Context: an optimization exercise on an open-source flow, tuned for small area, a short achievable clock period and few clock cycles per item. The choices shown serve that exercise and are no tape-out recipe. The RTL was checked by simulation tests, not by an equivalence proof against the original design. No activity file was given, so power comes from the tool's default toggle rates.

## design/flow/config.mk

```make
export PLATFORM = sky130hd
export DESIGN_NAME = viterbi_decoder
export DESIGN_NICKNAME = viterbi_decoder
export VERILOG_FILES = /design/flow/design.v
export SDC_FILE = /design/flow/constraint.sdc
export NUM_CORES = 4
export LEC_CHECK = 0
export ABC_AREA = 1
export CAP_MARGIN = 20
export CORE_MARGIN = 2
export CORE_UTILIZATION = 60
export SLEW_MARGIN = 20
```

## design/flow/constraint.sdc

```tcl
create_clock -name core_clock -period 10.0 [get_ports {clk}]
set_input_delay 2.0000 -clock core_clock [delete_from_list [all_inputs] [get_ports {clk}]]
set_output_delay 2.0000 -clock core_clock [all_outputs]
set_load 0.01 [all_outputs]
```

## design/flow/design.v

```verilog
module viterbi_16bit (input [15:0] code_in, output [7:0] data_out);
  wire new_n25, new_n26, new_n27, new_n28, new_n29, new_n30, new_n31,
    new_n32, new_n33, new_n34, new_n35, new_n36, new_n37, new_n38, new_n39,
    new_n40, new_n41, new_n42, new_n43, new_n44, new_n45, new_n46, new_n47,
    new_n48, new_n49, new_n50, new_n51, new_n52, new_n53, new_n54, new_n55,
    new_n56, new_n57, new_n58, new_n59, new_n60, new_n61, new_n62, new_n63,
    new_n64, new_n65, new_n66, new_n67, new_n68, new_n69, new_n70, new_n71,
    new_n72, new_n73, new_n74, new_n75, new_n76, new_n77, new_n78, new_n79,
    new_n80, new_n81, new_n82, new_n83, new_n84, new_n85, new_n86, new_n87,
    new_n88, new_n89, new_n90, new_n91, new_n92, new_n93, new_n94, new_n95,
    new_n96, new_n97, new_n98, new_n99, new_n100, new_n101, new_n102,
    new_n103, new_n104, new_n105, new_n106, new_n107, new_n108, new_n109,
    new_n110, new_n111, new_n112, new_n113, new_n114, new_n115, new_n116,
    new_n117, new_n118, new_n119, new_n120, new_n121, new_n122, new_n123,
    new_n124, new_n125, new_n126, new_n127, new_n128, new_n129, new_n130,
    new_n131, new_n132, new_n133, new_n134, new_n135, new_n136, new_n137,
    new_n138, new_n139, new_n140, new_n141, new_n142, new_n143, new_n144,
    new_n145, new_n146, new_n147, new_n148, new_n149, new_n150, new_n151,
    new_n152, new_n153, new_n154, new_n155, new_n157, new_n158, new_n159,
    new_n160, new_n162, new_n163, new_n164, new_n165, new_n166, new_n167,
    new_n168, new_n169, new_n170, new_n171, new_n172, new_n173, new_n174,
    new_n175, new_n176, new_n178, new_n179, new_n180, new_n181, new_n182,
    new_n183, new_n184, new_n185, new_n186, new_n187, new_n188, new_n189,
    new_n190, new_n191, new_n192, new_n193, new_n194, new_n195, new_n196,
    new_n198, new_n199, new_n200, new_n201, new_n202, new_n203, new_n204,
    new_n205, new_n206, new_n207, new_n208, new_n209, new_n210, new_n211,
    new_n212, new_n213, new_n214, new_n215, new_n216, new_n217, new_n218,
    new_n219, new_n220, new_n221, new_n222, new_n223, new_n224, new_n225,
    new_n226, new_n227, new_n228, new_n229, new_n231, new_n232, new_n233,
    new_n234, new_n235, new_n236, new_n237, new_n238, new_n239, new_n240,
    new_n241, new_n243, new_n244, new_n246, new_n247, new_n248, new_n249,
    new_n250;
  assign new_n25 = code_in[2] & ~code_in[4];
  assign new_n26 = ~code_in[2] & code_in[4];
  assign new_n27 = ~new_n25 & ~new_n26;
  assign new_n28 = code_in[6] & ~code_in[7];
  assign new_n29 = ~code_in[6] & code_in[7];
  assign new_n30 = ~new_n28 & ~new_n29;
  assign new_n31 = new_n27 & new_n30;
  assign new_n32 = ~new_n27 & ~new_n30;
  assign new_n33 = ~new_n31 & ~new_n32;
  assign new_n34 = code_in[4] & ~code_in[5];
  assign new_n35 = ~code_in[4] & code_in[5];
  assign new_n36 = ~new_n34 & ~new_n35;
  assign new_n37 = ~code_in[3] & ~new_n36;
  assign new_n38 = code_in[3] & new_n36;
  assign new_n39 = ~new_n37 & ~new_n38;
  assign new_n40 = ~new_n33 & new_n39;
  assign new_n41 = code_in[0] & code_in[1];
  assign new_n42 = ~code_in[0] & ~code_in[1];
  assign new_n43 = code_in[2] & ~code_in[3];
  assign new_n44 = ~code_in[2] & code_in[3];
  assign new_n45 = ~new_n43 & ~new_n44;
  assign new_n46 = ~new_n42 & ~new_n45;
  assign new_n47 = ~new_n41 & ~new_n46;
  assign new_n48 = code_in[5] & new_n47;
  assign new_n49 = ~code_in[5] & ~new_n47;
  assign new_n50 = ~new_n48 & ~new_n49;
  assign new_n51 = ~new_n30 & new_n50;
  assign new_n52 = new_n30 & ~new_n50;
  assign new_n53 = ~new_n51 & ~new_n52;
  assign new_n54 = ~new_n40 & new_n53;
  assign new_n55 = code_in[8] & ~code_in[9];
  assign new_n56 = ~code_in[8] & code_in[9];
  assign new_n57 = ~new_n55 & ~new_n56;
  assign new_n58 = ~new_n45 & new_n57;
  assign new_n59 = new_n45 & ~new_n57;
  assign new_n60 = ~new_n58 & ~new_n59;
  assign new_n61 = ~code_in[4] & code_in[6];
  assign new_n62 = code_in[4] & ~code_in[6];
  assign new_n63 = ~new_n61 & ~new_n62;
  assign new_n64 = new_n60 & ~new_n63;
  assign new_n65 = ~new_n60 & new_n63;
  assign new_n66 = ~new_n64 & ~new_n65;
  assign new_n67 = new_n54 & new_n66;
  assign new_n68 = ~new_n54 & ~new_n66;
  assign new_n69 = ~new_n67 & ~new_n68;
  assign new_n70 = ~new_n41 & new_n45;
  assign new_n71 = ~new_n46 & ~new_n70;
  assign new_n72 = ~new_n41 & ~new_n42;
  assign new_n73 = ~new_n71 & ~new_n72;
  assign new_n74 = ~new_n53 & ~new_n73;
  assign new_n75 = new_n69 & ~new_n74;
  assign new_n76 = ~new_n39 & ~new_n71;
  assign new_n77 = code_in[12] & ~code_in[13];
  assign new_n78 = ~code_in[12] & code_in[13];
  assign new_n79 = ~new_n77 & ~new_n78;
  assign new_n80 = ~code_in[11] & ~new_n79;
  assign new_n81 = code_in[11] & new_n79;
  assign new_n82 = ~new_n80 & ~new_n81;
  assign new_n83 = ~new_n57 & new_n82;
  assign new_n84 = new_n57 & ~new_n82;
  assign new_n85 = ~new_n83 & ~new_n84;
  assign new_n86 = ~new_n76 & new_n85;
  assign new_n87 = new_n75 & new_n86;
  assign new_n88 = code_in[10] & ~code_in[11];
  assign new_n89 = ~code_in[10] & code_in[11];
  assign new_n90 = ~new_n88 & ~new_n89;
  assign new_n91 = ~new_n32 & new_n50;
  assign new_n92 = ~new_n31 & ~new_n91;
  assign new_n93 = code_in[9] & new_n92;
  assign new_n94 = ~code_in[9] & ~new_n92;
  assign new_n95 = ~new_n93 & ~new_n94;
  assign new_n96 = ~new_n90 & new_n95;
  assign new_n97 = new_n90 & ~new_n95;
  assign new_n98 = ~new_n96 & ~new_n97;
  assign new_n99 = ~new_n40 & new_n98;
  assign new_n100 = new_n39 & ~new_n53;
  assign new_n101 = ~new_n74 & ~new_n100;
  assign new_n102 = ~new_n69 & new_n101;
  assign new_n103 = code_in[14] & ~code_in[15];
  assign new_n104 = ~code_in[14] & code_in[15];
  assign new_n105 = ~new_n103 & ~new_n104;
  assign new_n106 = code_in[13] & ~new_n90;
  assign new_n107 = ~code_in[13] & new_n90;
  assign new_n108 = ~new_n106 & ~new_n107;
  assign new_n109 = new_n105 & ~new_n108;
  assign new_n110 = ~new_n105 & new_n108;
  assign new_n111 = ~new_n109 & ~new_n110;
  assign new_n112 = ~new_n102 & new_n111;
  assign new_n113 = new_n40 & ~new_n53;
  assign new_n114 = new_n69 & ~new_n113;
  assign new_n115 = ~new_n73 & ~new_n76;
  assign new_n116 = ~new_n40 & ~new_n115;
  assign new_n117 = ~new_n114 & ~new_n116;
  assign new_n118 = new_n112 & ~new_n117;
  assign new_n119 = ~new_n85 & ~new_n102;
  assign new_n120 = new_n101 & new_n119;
  assign new_n121 = ~new_n118 & ~new_n120;
  assign new_n122 = ~new_n99 & ~new_n121;
  assign new_n123 = code_in[15] & ~new_n79;
  assign new_n124 = ~code_in[15] & new_n79;
  assign new_n125 = ~new_n123 & ~new_n124;
  assign new_n126 = ~new_n122 & ~new_n125;
  assign new_n127 = new_n98 & new_n117;
  assign new_n128 = ~new_n67 & ~new_n98;
  assign new_n129 = ~new_n127 & ~new_n128;
  assign new_n130 = ~new_n111 & ~new_n120;
  assign new_n131 = ~new_n87 & new_n130;
  assign new_n132 = ~new_n112 & ~new_n131;
  assign new_n133 = new_n105 & new_n132;
  assign new_n134 = new_n129 & ~new_n133;
  assign new_n135 = ~new_n126 & ~new_n134;
  assign new_n136 = new_n73 & new_n127;
  assign new_n137 = ~new_n132 & new_n136;
  assign new_n138 = ~new_n135 & ~new_n137;
  assign new_n139 = new_n85 & new_n102;
  assign new_n140 = ~new_n129 & ~new_n139;
  assign new_n141 = ~new_n119 & new_n140;
  assign new_n142 = ~new_n138 & ~new_n141;
  assign new_n143 = ~new_n95 & new_n114;
  assign new_n144 = new_n114 & ~new_n116;
  assign new_n145 = new_n90 & ~new_n144;
  assign new_n146 = ~new_n143 & ~new_n145;
  assign new_n147 = new_n142 & ~new_n146;
  assign new_n148 = new_n85 & ~new_n129;
  assign new_n149 = new_n118 & new_n148;
  assign new_n150 = new_n105 & ~new_n149;
  assign new_n151 = ~new_n132 & ~new_n148;
  assign new_n152 = new_n132 & new_n148;
  assign new_n153 = ~new_n151 & ~new_n152;
  assign new_n154 = new_n108 & ~new_n129;
  assign new_n155 = new_n153 & ~new_n154;
  assign data_out[6] = ~new_n150 & ~new_n155;
  assign new_n157 = ~code_in[13] & data_out[6];
  assign new_n158 = code_in[13] & ~data_out[6];
  assign new_n159 = ~new_n157 & ~new_n158;
  assign new_n160 = ~new_n142 & new_n159;
  assign data_out[4] = ~new_n147 & ~new_n160;
  assign new_n162 = ~new_n90 & data_out[4];
  assign new_n163 = new_n90 & ~data_out[4];
  assign new_n164 = ~new_n162 & ~new_n163;
  assign new_n165 = new_n67 & new_n98;
  assign new_n166 = ~new_n98 & new_n116;
  assign new_n167 = new_n57 & new_n102;
  assign new_n168 = ~new_n57 & ~new_n102;
  assign new_n169 = ~new_n167 & ~new_n168;
  assign new_n170 = ~new_n166 & ~new_n169;
  assign new_n171 = ~new_n165 & new_n170;
  assign new_n172 = new_n164 & new_n171;
  assign new_n173 = new_n82 & new_n142;
  assign new_n174 = ~new_n82 & ~new_n142;
  assign new_n175 = ~new_n173 & ~new_n174;
  assign new_n176 = ~new_n164 & ~new_n175;
  assign data_out[3] = new_n172 | new_n176;
  assign new_n178 = new_n57 & ~data_out[3];
  assign new_n179 = ~new_n57 & data_out[3];
  assign new_n180 = ~new_n178 & ~new_n179;
  assign new_n181 = ~new_n87 & ~new_n180;
  assign new_n182 = new_n76 & new_n92;
  assign new_n183 = ~new_n75 & new_n182;
  assign new_n184 = new_n92 & ~new_n114;
  assign new_n185 = new_n75 & ~new_n182;
  assign new_n186 = ~new_n184 & ~new_n185;
  assign new_n187 = ~new_n50 & ~new_n186;
  assign new_n188 = ~new_n183 & ~new_n187;
  assign new_n189 = ~new_n181 & new_n188;
  assign new_n190 = new_n32 & new_n39;
  assign new_n191 = new_n73 & new_n190;
  assign new_n192 = ~code_in[9] & data_out[4];
  assign new_n193 = code_in[9] & ~data_out[4];
  assign new_n194 = ~new_n192 & ~new_n193;
  assign new_n195 = ~new_n191 & new_n194;
  assign new_n196 = ~new_n180 & new_n195;
  assign data_out[2] = ~new_n189 & ~new_n196;
  assign new_n198 = new_n27 & data_out[2];
  assign new_n199 = ~new_n27 & ~data_out[2];
  assign new_n200 = ~new_n198 & ~new_n199;
  assign new_n201 = new_n53 & new_n72;
  assign new_n202 = code_in[2] & new_n41;
  assign new_n203 = ~code_in[2] & new_n42;
  assign new_n204 = ~new_n202 & ~new_n203;
  assign new_n205 = ~new_n201 & new_n204;
  assign new_n206 = new_n27 & ~new_n205;
  assign new_n207 = ~data_out[2] & ~new_n206;
  assign new_n208 = code_in[3] & ~new_n30;
  assign new_n209 = ~new_n205 & ~new_n208;
  assign new_n210 = ~new_n27 & new_n209;
  assign new_n211 = ~code_in[3] & new_n30;
  assign new_n212 = ~new_n27 & ~new_n36;
  assign new_n213 = new_n211 & ~new_n212;
  assign new_n214 = code_in[7] & data_out[3];
  assign new_n215 = ~new_n28 & ~new_n214;
  assign new_n216 = code_in[6] & data_out[3];
  assign new_n217 = ~new_n191 & ~new_n216;
  assign new_n218 = ~new_n215 & new_n217;
  assign new_n219 = ~new_n213 & ~new_n218;
  assign new_n220 = ~new_n210 & new_n219;
  assign new_n221 = ~new_n207 & ~new_n220;
  assign new_n222 = new_n27 & ~new_n36;
  assign new_n223 = ~new_n208 & ~new_n222;
  assign new_n224 = ~new_n206 & ~new_n211;
  assign new_n225 = ~new_n223 & new_n224;
  assign new_n226 = ~code_in[6] & ~data_out[3];
  assign new_n227 = new_n215 & ~new_n226;
  assign new_n228 = ~data_out[2] & ~new_n227;
  assign new_n229 = ~new_n225 & new_n228;
  assign data_out[1] = ~new_n221 & ~new_n229;
  assign new_n231 = ~new_n36 & data_out[1];
  assign new_n232 = new_n36 & ~data_out[1];
  assign new_n233 = ~new_n231 & ~new_n232;
  assign new_n234 = new_n200 & ~new_n233;
  assign new_n235 = code_in[5] & ~new_n27;
  assign new_n236 = ~code_in[5] & new_n27;
  assign new_n237 = ~new_n235 & ~new_n236;
  assign new_n238 = new_n234 & ~new_n237;
  assign new_n239 = ~new_n41 & new_n237;
  assign new_n240 = ~new_n42 & ~new_n239;
  assign new_n241 = ~new_n234 & ~new_n240;
  assign data_out[0] = ~new_n238 & ~new_n241;
  assign new_n243 = new_n79 & new_n142;
  assign new_n244 = ~new_n79 & ~new_n142;
  assign data_out[5] = new_n243 | new_n244;
  assign new_n246 = ~new_n125 & new_n142;
  assign new_n247 = new_n125 & ~new_n142;
  assign new_n248 = ~new_n246 & ~new_n247;
  assign new_n249 = ~new_n149 & ~new_n155;
  assign new_n250 = ~new_n150 & ~new_n249;
  assign data_out[7] = ~new_n248 & ~new_n250;
endmodule
module viterbi_decoder(
    input clk, reset, start,
    input [383:0] code_in,
    output reg [191:0] data_out,
    output reg done
);
    wire [191:0] dec;
    genvar i;
    generate
        for (i = 0; i < 24; i = i + 1) begin : decoder
            viterbi_16bit decoder (
                .code_in(code_in[16*i +: 16]),
                .data_out(dec[8*i +: 8])
            );
        end
    endgenerate
    always @(posedge clk or negedge reset)
        if (!reset) done <= 1'b0;
        else        done <= start;
    always @(posedge clk)
        data_out <= dec;
endmodule
```

## design/flow/flow/run.sh

```bash
#!/bin/bash
# The standard layout (the standard.sh, unchanged synthesis), with the port
# buffers that buffer_ports inserts on every input and output made the
# minimum-size buffer instead of the delay buffer it picks by default.
set -uo pipefail
export BUFFER_PORTS_ARGS="-buffer_cell sky130_fd_sc_hd__buf_1"
bash standard.sh finish > standard_flow.log 2>&1
rc=$?
tail -n 40 standard_flow.log
exit $rc
```

## design/flow/standard.sh

```bash
#!/bin/bash
# synth_recipe.tcl (not shown) runs the flow's synth.tcl, then flattens the netlist and writes it again
# the make line also repeats each setting of config.mk as NAME=value (left out here)
make -C /OpenROAD-flow-scripts/flow DESIGN_CONFIG=/design/flow/config.mk WORK_HOME=/design/flow/orfs CLKGATE_MAP_FILE= SYNTH_SCRIPT=/design/flow/synth_recipe.tcl "${@:-finish}"
```

==> out/qor.txt <==
count leader, synth -> nand2_1
total CTS buffers -> 17
Peak VDD IR -> 0.000146 V
CTS root buf -> clkbuf_16
synth warn -> 1
Pwr Density -> 208 nW/um^2
via count -> 35168
Syn Nets -> 5912
CP Data Required Time -> 10.40 ns
synthesis-to-finish area growth -> 10.2%
DR WL/cell -> 13.3 um
Synth async-reset ratio -> 0.00518
hold bufs inserted after CTS -> 0
initial antenna violation count -> 21
GRT Resource Usage Total -> 0.323
Yosys cell types -> 42
Hold Fails Final Rpt -> 0
Tmin final -> 5.31 ns
Pre-Repair DR Iteration Count -> 6
Vias/cell -> 5.25
CP Capture Type -> flop
largest area contributor in the netlist -> nand2_1
Slew @ Worst Pin -> 0.620 ns
Die W -> 231 um
first-pass GRT wire length -> 143000 um
Reg clk slew, reported paths -> 0.07 ns
syn_area_per_cell -> 5.67 um^2
number of global-route vias before repair -> 30716
Max Cap Viol -> 0
Initial Util -> 0.605
max incr delay on CP -> 0.38 ns
crit path max fanout -> 7
Hold Crit Class -> input port to async pin
grt ovf -> 0
Antenna Violating Nets Remaining -> 0
Worst slew margin -> 0.584
Yosys reg bits -> 193
global-route met2 utilization -> 0.536
Port-buffer cells -> 579
final setup fails -> 0
slowest cell on the critical path -> buf_1
Mapped Area -> 30900 um^2
H-tree depth -> 4
post-route total power -> 7.08 mW
core footprint -> 51100 um^2
crit path launch type -> input port
TNS Setup -> 0 ns
Cells after Synth -> 5453
GRT busiest layer -> met2
Tcrit/Tclk final -> 0.531
FMAX -> 188 MHz
top post-synthesis cells by count -> nand2_1 (1633), nand3_1 (904), inv_1 (900), nand2_2 (240), xor2_1 (240)
Iter 0 DRT Violations -> 2298
DIE AREA -> 53300 um^2
total routed wirelength -> 89200 um
CTS tree -> done
Placer Congestion -> 1.01
Worst EP arrival -> 5.71 ns
crit-path most repeated cell -> nand2_1
number of synthesized flops with an enable pin -> 0
Remaining DRCs -> 0
GR Util met1 -> 0.396
postcts setup bufs -> 0
status -> no timing/DRC/antenna violations
CTS Sinks -> 193
RSZ-0062 raised after global routing -> no
Slew Limit Fails -> 0
share of cells above drive strength 1 -> 0.0933
CTS resizes -> 0
main area contributors after synthesis -> nand2_1 (20%), nand3_1 (15%), dfxtp_1 (12%), inv_1 (11%), xor2_1 (6.8%)
DIE HEIGHT -> 231 um
GR Layer Usage met3 -> 0.0709
Placement Rows -> 83
largest net degree at the start of global routing -> 17
nets@finish -> 6446
HPWL after DPL -> 76100 um
Yosys top cell area share -> 0.198
sequential cell area fraction in the yosys report -> 0.125
critical path type -> input port to flop
Leak -> 19.0 nW
Clock Path Buffers -> 2
Post-synth top flop -> dfxtp_1
IO Pins -> 580
[cells in the final DEF, fill, tap and decap left out, drive strengths merged, types with 49 or more instances in the layout]
master / netlist / routed
nand3: 983 / 983
a21oi: 81 / 81
nand3b: 49 / 49
xor2: 267 / 267
buf: 64 / 579
dfxtp: 192 / 192
nand4: 65 / 65
nand2: 1885 / 1885
nor2: 232 / 232
inv: 983 / 984
ha: 72 / 72
o21ai: 237 / 237
xnor2: 153 / 153
[metal layers]
metal / part of all wire / vias up
li1: - / 18387
met1: 0.43 / 15441
met2: 0.45 / 1089
met3: 0.074 / 229
met4: 0.046 / 22
met5: 0.0017 / -
[per-stage QoR]
| step | cell area, um^2 | hold WS, ns | worst slack [ns] | util | std cells |
|---|---|---|---|---|---|
| final | 34000 | 1.24 | 4.69 | 0.666 | 6693 |
| after global routing | 34000 | 1.22 | 4.17 | 0.666 | 6687 |
| after detailed placement | 33400 | 1.77 | 4.22 | 0.654 | 6648 |
| after global placement | 33400 | 1.76 | 4.21 | 0.654 | 6648 |
| after floorplan | 30900 | 1.70 | 4.96 | - | 5453 |
| after CTS | 34000 | 1.21 | 4.77 | 0.666 | 6679 |
[layout make-up]
type | instances | area (um^2)
multi-input cells | 4209 | 22800
fillers | 5182 | 17100
flip-flops and latches | 193 | 3870
inverters | 987 | 3710
repair buffers | 579 | 2170
well taps | 680 | 851
clock buffers | 20 | 447
clock inverters | 11 | 133
diodes | 14 | 35.0
[state kept, by name, summed over array words and instances (netlist names)]
signal,cells
data_out,192
done,1
[power by group]
part,total (mW),switching (mW),internal [mW]
Sequential,1.33,0.148,1.18
Combinational,5.01,3.32,1.69
Clock,0.736,0.361,0.375
Total,7.08,3.83,3.25
[worst max-delay path: cells and delay by family]
kind | cells | cell delay (ns)
and+or+nand+nor | 30 | 2.62
buffers and inverters | 5 | 0.72
adders and majority gates | 1 | 0.37
[kinds of logic (layout without fill, tap and decap cells)]
| logic type | after synthesis | in the layout | synth area share |
|---|---|---|---|
| flip-flops | 193 | 193 | 0.125 |
| XOR/XNOR | 420 | 420 | 0.132 |
| buffers and inverters | 1051 | 1597 | 0.136 |
| other | 0 | 14 | 0 |
| AND/OR/NAND/NOR | 3278 | 3278 | 0.491 |
| adder cells (fa/ha/maj) | 72 | 72 | 0.0292 |
| AO/OA/AOI/OAI | 439 | 439 | 0.0863 |
[how the worst max path moves through the flow]
stage / start / to / slack [ns] / cells past startpoint
floorplan: code_in[176] / data_out[88] / 4.96 / 36
global placement: code_in[98] / data_out[48] / 4.21 / 36
detailed placement: code_in[98] / data_out[48] / 4.22 / 36
CTS: code_in[98] / data_out[48] / 4.77 / 36
global route: code_in[258] / data_out[128] / 4.17 / 34
finish: code_in[98] / data_out[48] / 4.69 / 36
Testbench counts, summed over its fixed seeds: cycles 384, items 384.

==> what the ideal ports hide <==
The results above use ideal ports. As a check the final layout listed here was re-extracted and re-timed, cells and wires unchanged.
Step 1 sets driving cells, clkbuf_16 on the clock port and buf_2 on the other inputs (assumed; they add their load-dependent delay and slew).
Step 2 also shifts input and output timing later by t, the mid clock arrival at the registers, as if the neighbouring blocks saw the same clock.
Slacks: ideal ports / drivers / drivers and shift; pairs: ideal ports / drivers.
shift t [ns]: 0.573
slack for setup (ns): 4.694 / 4.686 / 4.113
worst setup path at the end: input to register
latest minus earliest clock arrival (ns): 0.018 / 0.018
worst register clock-pin slew, ns: 0.08 / 0.08
After both steps this run still meets setup and hold. For this run, drivers alone change the setup slack by -0.008 ns; drivers and shift together by -0.581 ns.
